This design comes from an exercise in tuning for small area on the open sky130 flow, not from production work.
Where RTL was checked, it was by simulation tests only, not by an equivalence proof against the original.

==> v34: inputs <==
==> flow/design.v (excerpt) <==
module dct_1d(
    input clk,
    input rst_n,
    input enable,
    input signed [9:0] x0, input signed [9:0] x1, input signed [9:0] x2, input signed [9:0] x3,
    input signed [9:0] x4, input signed [9:0] x5, input signed [9:0] x6, input signed [9:0] x7,
    output reg signed [10:0] y0, output reg signed [10:0] y1, output reg signed [10:0] y2, output reg signed [10:0] y3,
    output reg signed [10:0] y4, output reg signed [10:0] y5, output reg signed [10:0] y6, output reg signed [10:0] y7,
    output valid
);
clock: 6.0 ns
lec_check: 0
abc_area: 1
cap_margin: 20
core_margin: 2
core_utilization: 40
gpl_timing_driven: 0
slew_margin: 20
synth_hierarchical: 1
run.sh (not shown) runs the stock make flow with config.mk's settings and CLKGATE_MAP_FILE= SYNTH_SCRIPT=/design/flow/synth_recipe.tcl, a recipe that flattens the netlist after the stock synthesis.
==> inputs of v23, as changes to v34 <==
--- a/flow/config.mk
+++ b/flow/config.mk
@@ -11,3 +11,2 @@
 export CORE_UTILIZATION = 40
-export GPL_TIMING_DRIVEN = 0
 export SLEW_MARGIN = 20
==> comparison table <==
                                                         v34                    v23
Outcome                                       finished clean         finished clean
Routed wl met3                                       8260 um                7590 um
Fillcell total                                          7404                   7529
Worst slew margin                                      30.4%                  49.5%
Vias                                                   21120                  21197
Total wire length                                   90400 um               91100 um
Highest routed layer                                    met5                   met4
Data arrival, critical path                          6.32 ns                6.20 ns
Fraction of area in non-clock buffers                  7.20%                  8.54%
Source of the critical timing path                   d1_r[3]                d1_r[1]
Smallest setup slack after layout                  0.0645 ns               0.180 ns
Final worst-path cycle share                           98.9%                  97.0%
Sequential share of cell area                          10.0%                  9.67%
Area of the multi-input gates                     26600 um^2             26300 um^2
Via density per instance                                4.91                   4.84
Metal2 WL                                           42200 um               43300 um
Placement-stage cell area                         35700 um^2             36900 um^2
DR iter-0 viols                                         1184                   1272
Slowest CP cell                        sky130_fd_sc_hd__fa_2  sky130_fd_sc_hd__fa_1

========
==> run X <==
dct_1d again, from the RTL that the note above started with.
// dct_1d
module dct_1d(
    input clk,
    input rst_n,
    input enable,
    input signed [9:0] x0, input signed [9:0] x1, input signed [9:0] x2, input signed [9:0] x3,
    input signed [9:0] x4, input signed [9:0] x5, input signed [9:0] x6, input signed [9:0] x7,
    output reg signed [10:0] y0, output reg signed [10:0] y1, output reg signed [10:0] y2, output reg signed [10:0] y3,
    output reg signed [10:0] y4, output reg signed [10:0] y5, output reg signed [10:0] y6, output reg signed [10:0] y7,
    output valid
);
reg [1:0] vp;
always @(posedge clk) if (!rst_n) vp <= 2'd0; else vp <= {vp[0:0], enable};
assign valid = vp[1];
wire a0, a1; ha_cell u_a0 (.a(x0[0]), .b(x7[0]), .s(a0), .co(a1));
wire a2, a3; fa_cell u_a2 (.a(x0[1]), .b(x7[1]), .c(a1), .s(a2), .co(a3));
wire a4, a5; fa_cell u_a4 (.a(x0[2]), .b(x7[2]), .c(a3), .s(a4), .co(a5));
wire a6 = x0[3] ^ x7[3];
wire a7 = x0[3] & x7[3];
wire a8 = x0[4] ^ x7[4];
wire a9 = x0[4] & x7[4];
wire a10 = x0[5] ^ x7[5];
wire a11 = x0[5] & x7[5];
wire a12 = x0[6] ^ x7[6];
wire a13 = x0[6] & x7[6];
  ...
Settings: LEC_CHECK=0, ABC_AREA=1, CAP_MARGIN=0, CORE_MARGIN=2, CORE_UTILIZATION=40, SLEW_MARGIN=0, SYNTH_HIERARCHICAL=1; clock period 6.0 ns.
==> run Y (differences from run X) <==
--- a/flow/config.mk
+++ b/flow/config.mk
@@ -7,7 +7,8 @@
 export LEC_CHECK = 0
 export ABC_AREA = 1
-export CAP_MARGIN = 0
+export CAP_MARGIN = 20
 export CORE_MARGIN = 2
-export CORE_UTILIZATION = 40
-export SLEW_MARGIN = 0
+export CORE_UTILIZATION = 60
+export PLACE_DENSITY = 0.8
+export SLEW_MARGIN = 20
 export SYNTH_HIERARCHICAL = 1
==> run C (differences from run X) <==
--- a/flow/config.mk
+++ b/flow/config.mk
@@ -6,8 +6,9 @@
 export NUM_CORES = 4
 export LEC_CHECK = 0
-export ABC_AREA = 1
-export CAP_MARGIN = 0
+export ABC_AREA = 0
+export CAP_MARGIN = 20
 export CORE_MARGIN = 2
 export CORE_UTILIZATION = 40
-export SLEW_MARGIN = 0
+export PLACE_DENSITY = 0.8
+export SLEW_MARGIN = 20
 export SYNTH_HIERARCHICAL = 1
==> run A (differences from run X) <==
--- a/flow/config.mk
+++ b/flow/config.mk
@@ -7,7 +7,8 @@
 export LEC_CHECK = 0
 export ABC_AREA = 1
-export CAP_MARGIN = 0
+export CAP_MARGIN = 20
 export CORE_MARGIN = 2
 export CORE_UTILIZATION = 40
-export SLEW_MARGIN = 0
+export PLACE_DENSITY = 0.9
+export SLEW_MARGIN = 20
 export SYNTH_HIERARCHICAL = 1
==> results.py <==
metrics = {
    "worst_setup_path": {
        "path_depth": 19,
        "critPathArrivalTime_ns": 6.30,
    },
    "layout": {
        "area_growth_syn_to_layout_pct": 16.6,
    },
    "detailed_routing": {
        "met3_length_um": 10800,
    },
    "synth": {
        "synthXorXnorAreaFrac": 0.0229,
    },
    "run_status": {
        "status": "complete, no violations",
    },
}
the above is filed under run A

==> results.py <==
metrics = {
    "detailed_routing": {
        "met3_length_um": 7590,
    },
    "run_status": {
        "status": "complete, no violations",
    },
    "layout": {
        "multi_input_area_um2": 26300,
        "area_growth_syn_to_layout_pct": 16.6,
    },
    "synth": {
        "synthXorXnorAreaFrac": 0.0229,
    },
    "worst_setup_path": {
        "path_depth": 25,
    },
}
the above is filed under run X

==> results.py <==
metrics = {
    "run_status": {
        "status": "complete, no violations",
    },
    "worst_setup_path": {
        "critPathArrivalTime_ns": 6.23,
        "path_depth": 19,
    },
    "layout": {
        "area_growth_syn_to_layout_pct": 15.5,
    },
    "detailed_routing": {
        "met3_length_um": 8310,
        "drt_iter0_drc": 1480,
    },
    "timing": {
        "hold_slack_ns": 0.415,
    },
    "floorplan": {
        "ios": 172,
        "die_h_um": 237,
        "core_um2": 53700,
    },
    "synth": {
        "synthXorXnorAreaFrac": 0.0229,
        "ys_ff_latch": 182,
    },
    "global_route": {
        "grt_pass1_vias": 25100,
    },
}
the above is filed under run Y

==> results.py <==
metrics = {
    "timing": {
        "layout_setup_ws_ns": -0.281,
        "setup-violations-final": 25,
    },
    "worst_setup_path": {
        "path_depth": 29,
        "crit_end": "y7[7]$_DFF_P_",
        "critPathArrivalTime_ns": 6.73,
    },
    "run_status": {
        "so.violations": "negative setup slack",
        "status": "complete, but fails checks",
    },
    "layout": {
        "area_growth_syn_to_layout_pct": 24.7,
    },
    "synth": {
        "ys.flop_type": "dfxtp_1",
        "synthXorXnorAreaFrac": 0.0351,
    },
    "detailed_routing": {
        "met3_length_um": 9960,
    },
}
the above is filed under run C


========
==> inputs of run a <==
Another version of the RTL of dct_1d (not shown whole).
==> flow/design.v (excerpt) <==
module dct_1d(
    input clk,
    input rst_n,
    input enable,
    input signed [9:0] x0, input signed [9:0] x1, input signed [9:0] x2, input signed [9:0] x3,
    input signed [9:0] x4, input signed [9:0] x5, input signed [9:0] x6, input signed [9:0] x7,
    output reg signed [10:0] y0, output reg signed [10:0] y1, output reg signed [10:0] y2, output reg signed [10:0] y3,
    output reg signed [10:0] y4, output reg signed [10:0] y5, output reg signed [10:0] y6, output reg signed [10:0] y7,
    output valid
);
reg [1:0] vp;
always @(posedge clk) if (!rst_n) vp <= 2'd0; else vp <= {vp[0:0], enable};
assign valid = vp[1];
wire a0, a1; ha_cell u_a0 (.a(x0[0]), .b(x7[0]), .s(a0), .co(a1));
wire a2, a3; fa_cell u_a2 (.a(x0[1]), .b(x7[1]), .c(a1), .s(a2), .co(a3));
wire a4, a5; fa_cell u_a4 (.a(x0[2]), .b(x7[2]), .c(a3), .s(a4), .co(a5));
wire a6 = x0[3] ^ x7[3];
wire a7 = x0[3] & x7[3];
wire a8 = x0[4] ^ x7[4];
wire a9 = x0[4] & x7[4];
wire a10 = x0[5] ^ x7[5];
wire a11 = x0[5] & x7[5];
wire a12 = x0[6] ^ x7[6];
wire a13 = x0[6] & x7[6];
wire a14 = x0[7] ^ x7[7];
wire a15 = x0[7] & x7[7];
wire a16 = x0[8] ^ x7[8];
wire a17 = x0[8] & x7[8];
wire a18 = x0[9] ^ x7[9];
wire a19 = x0[9] & x7[9];
wire a20 = x0[9] ^ x7[9];
wire a21 = x0[9] & x7[9];
wire a22 = a7 | (a6 & a5);
wire a23 = a11 | (a10 & a9);
wire a24 = a10 & a8;
wire a25 = a15 | (a14 & a13);
wire a26 = a14 & a12;
wire a27 = a19 | (a18 & a17);
wire a28 = a18 & a16;
wire a29 = a9 | (a8 & a22);
wire a30 = a23 | (a24 & a22);
wire a31 = a17 | (a16 & a25);
wire a32 = a16 & a26;
wire a33 = a27 | (a28 & a25);
wire a34 = a28 & a26;
wire a35 = a13 | (a12 & a30);
wire a36 = a25 | (a26 & a30);
wire a37 = a31 | (a32 & a30);
wire a38 = a33 | (a34 & a30);
wire a39 = a21 | (a20 & a38);
wire a40 = a6 ^ a5;
wire a41 = a8 ^ a22;
wire a42 = a10 ^ a29;
wire a43 = a12 ^ a30;
wire a44 = a14 ^ a35;
wire a45 = a16 ^ a36;
wire a46 = a18 ^ a37;
wire a47 = a20 ^ a38;
wire a48, a49; ha_cell u_a48 (.a(x1[0]), .b(x6[0]), .s(a48), .co(a49));
wire a50, a51; fa_cell u_a50 (.a(x1[1]), .b(x6[1]), .c(a49), .s(a50), .co(a51));
wire a52, a53; fa_cell u_a52 (.a(x1[2]), .b(x6[2]), .c(a51), .s(a52), .co(a53));
wire a54 = x1[3] ^ x6[3];
wire a55 = x1[3] & x6[3];
wire a56 = x1[4] ^ x6[4];
  ...
==> module maj_cell, before the edit <==
module maj_cell(input a, input b, input c, output co);
assign co = (a & b) | (c & (a | b));
endmodule
clock: 6.0 ns
lec_check: 0
abc_area: 1
cap_margin: 20
core_margin: 2
core_utilization: 40
place_density: 0.8
slew_margin: 20
synth_hierarchical: 1
==> inputs of run b, as changes to run a <==
--- a/flow/design.v
+++ b/flow/design.v
@@ -2851,7 +2851,7 @@
 assign co = (a & b) | (a & c) | (b & c);
 endmodule
 module maj_cell(input a, input b, input c, output co);
-assign co = (a & b) | (c & (a | b));
+assign co = (a & b) | (a & c) | (b & c);
 endmodule
 module ha_cell(input a, input b, output s, output co);
 assign s = a ^ b;
==> inputs of run c, as changes to run a <==
--- a/flow/design.v
+++ b/flow/design.v
@@ -2851,7 +2851,7 @@
 assign co = (a & b) | (a & c) | (b & c);
 endmodule
 module maj_cell(input a, input b, input c, output co);
-assign co = (a & b) | (c & (a | b));
+assign co = (a & b) | (a & c) | (b & c);
 endmodule
 module ha_cell(input a, input b, output s, output co);
 assign s = a ^ b;
--- a/flow/config.mk
+++ b/flow/config.mk
@@ -6,9 +6,9 @@
 export NUM_CORES = 4
 export LEC_CHECK = 0
 export ABC_AREA = 1
-export CAP_MARGIN = 20
+export CAP_MARGIN = 0
 export CORE_MARGIN = 2
 export CORE_UTILIZATION = 40
 export PLACE_DENSITY = 0.8
-export SLEW_MARGIN = 20
+export SLEW_MARGIN = 0
 export SYNTH_HIERARCHICAL = 1
==> comparison <==
Run a went through all stages and came out clean. Run b produced a clean layout. Run c finished clean.
Against run a, the routed wire length of run c is larger by 0.92%.
In design area, run a and run c hardly differ.
Against run a, the fmax of run b is larger by 0.79%.
Synthesized cell count: run c is larger than run a (0.90%).
Sequential cell count is the same in run a and run b.
Of run b and run a, run a has the higher critical path depth (gap 3).
Setup slack is the same in run c and run b.
For run a, only the layout was checked, not whether the RTL still works.

[separate check: timing with driven ports]
The flow's constraints put no driver on any port. The routed layouts listed below were extracted and timed again, unchanged, in two steps. Step 1, drivers: a clkbuf_16 drives clk and a buf_2 each remaining input, both assumed. Step 2, shift: input delay + t, output delay - t, t = (earliest + latest rising clock arrival at the registers) / 2. This alone moves slack from input paths to output paths. Three values: ideal ports, drivers, drivers and shift; two values: the first two.
run	shift t [ns]	slack for setup (ns)	worst setup path at the end	worst register clock-pin slew, ns	cell pins on the clock port's net
v34	0.571	0.065 / 0.065 / -0.350	input to register	0.10 / 0.10	1
v23	0.565	0.180 / 0.180 / -0.239	input to register	0.09 / 0.09	1
run X of note 2	0.565	0.180 / 0.180 / -0.239	input to register	0.09 / 0.09	1
run Y of note 2	0.563	0.159 / 0.159 / -0.215	input to register	0.09 / 0.09	1
run C of note 2	0.574	-0.281 / -0.281 / -0.281	register to register	0.10 / 0.10	1
run A of note 2	0.561	0.091 / 0.091 / -0.249	input to register	0.09 / 0.09	1
run a of note 3	0.564	0.125 / 0.125 / -0.206	input to register	0.08 / 0.08	1
run b of note 3	0.575	0.170 / 0.170 / -0.271	input to register	0.08 / 0.08	1
run c of note 3	0.575	0.170 / 0.170 / -0.271	input to register	0.08 / 0.08	1
With both steps, setup timing fails in 8 of these runs, where it was met with ideal ports.
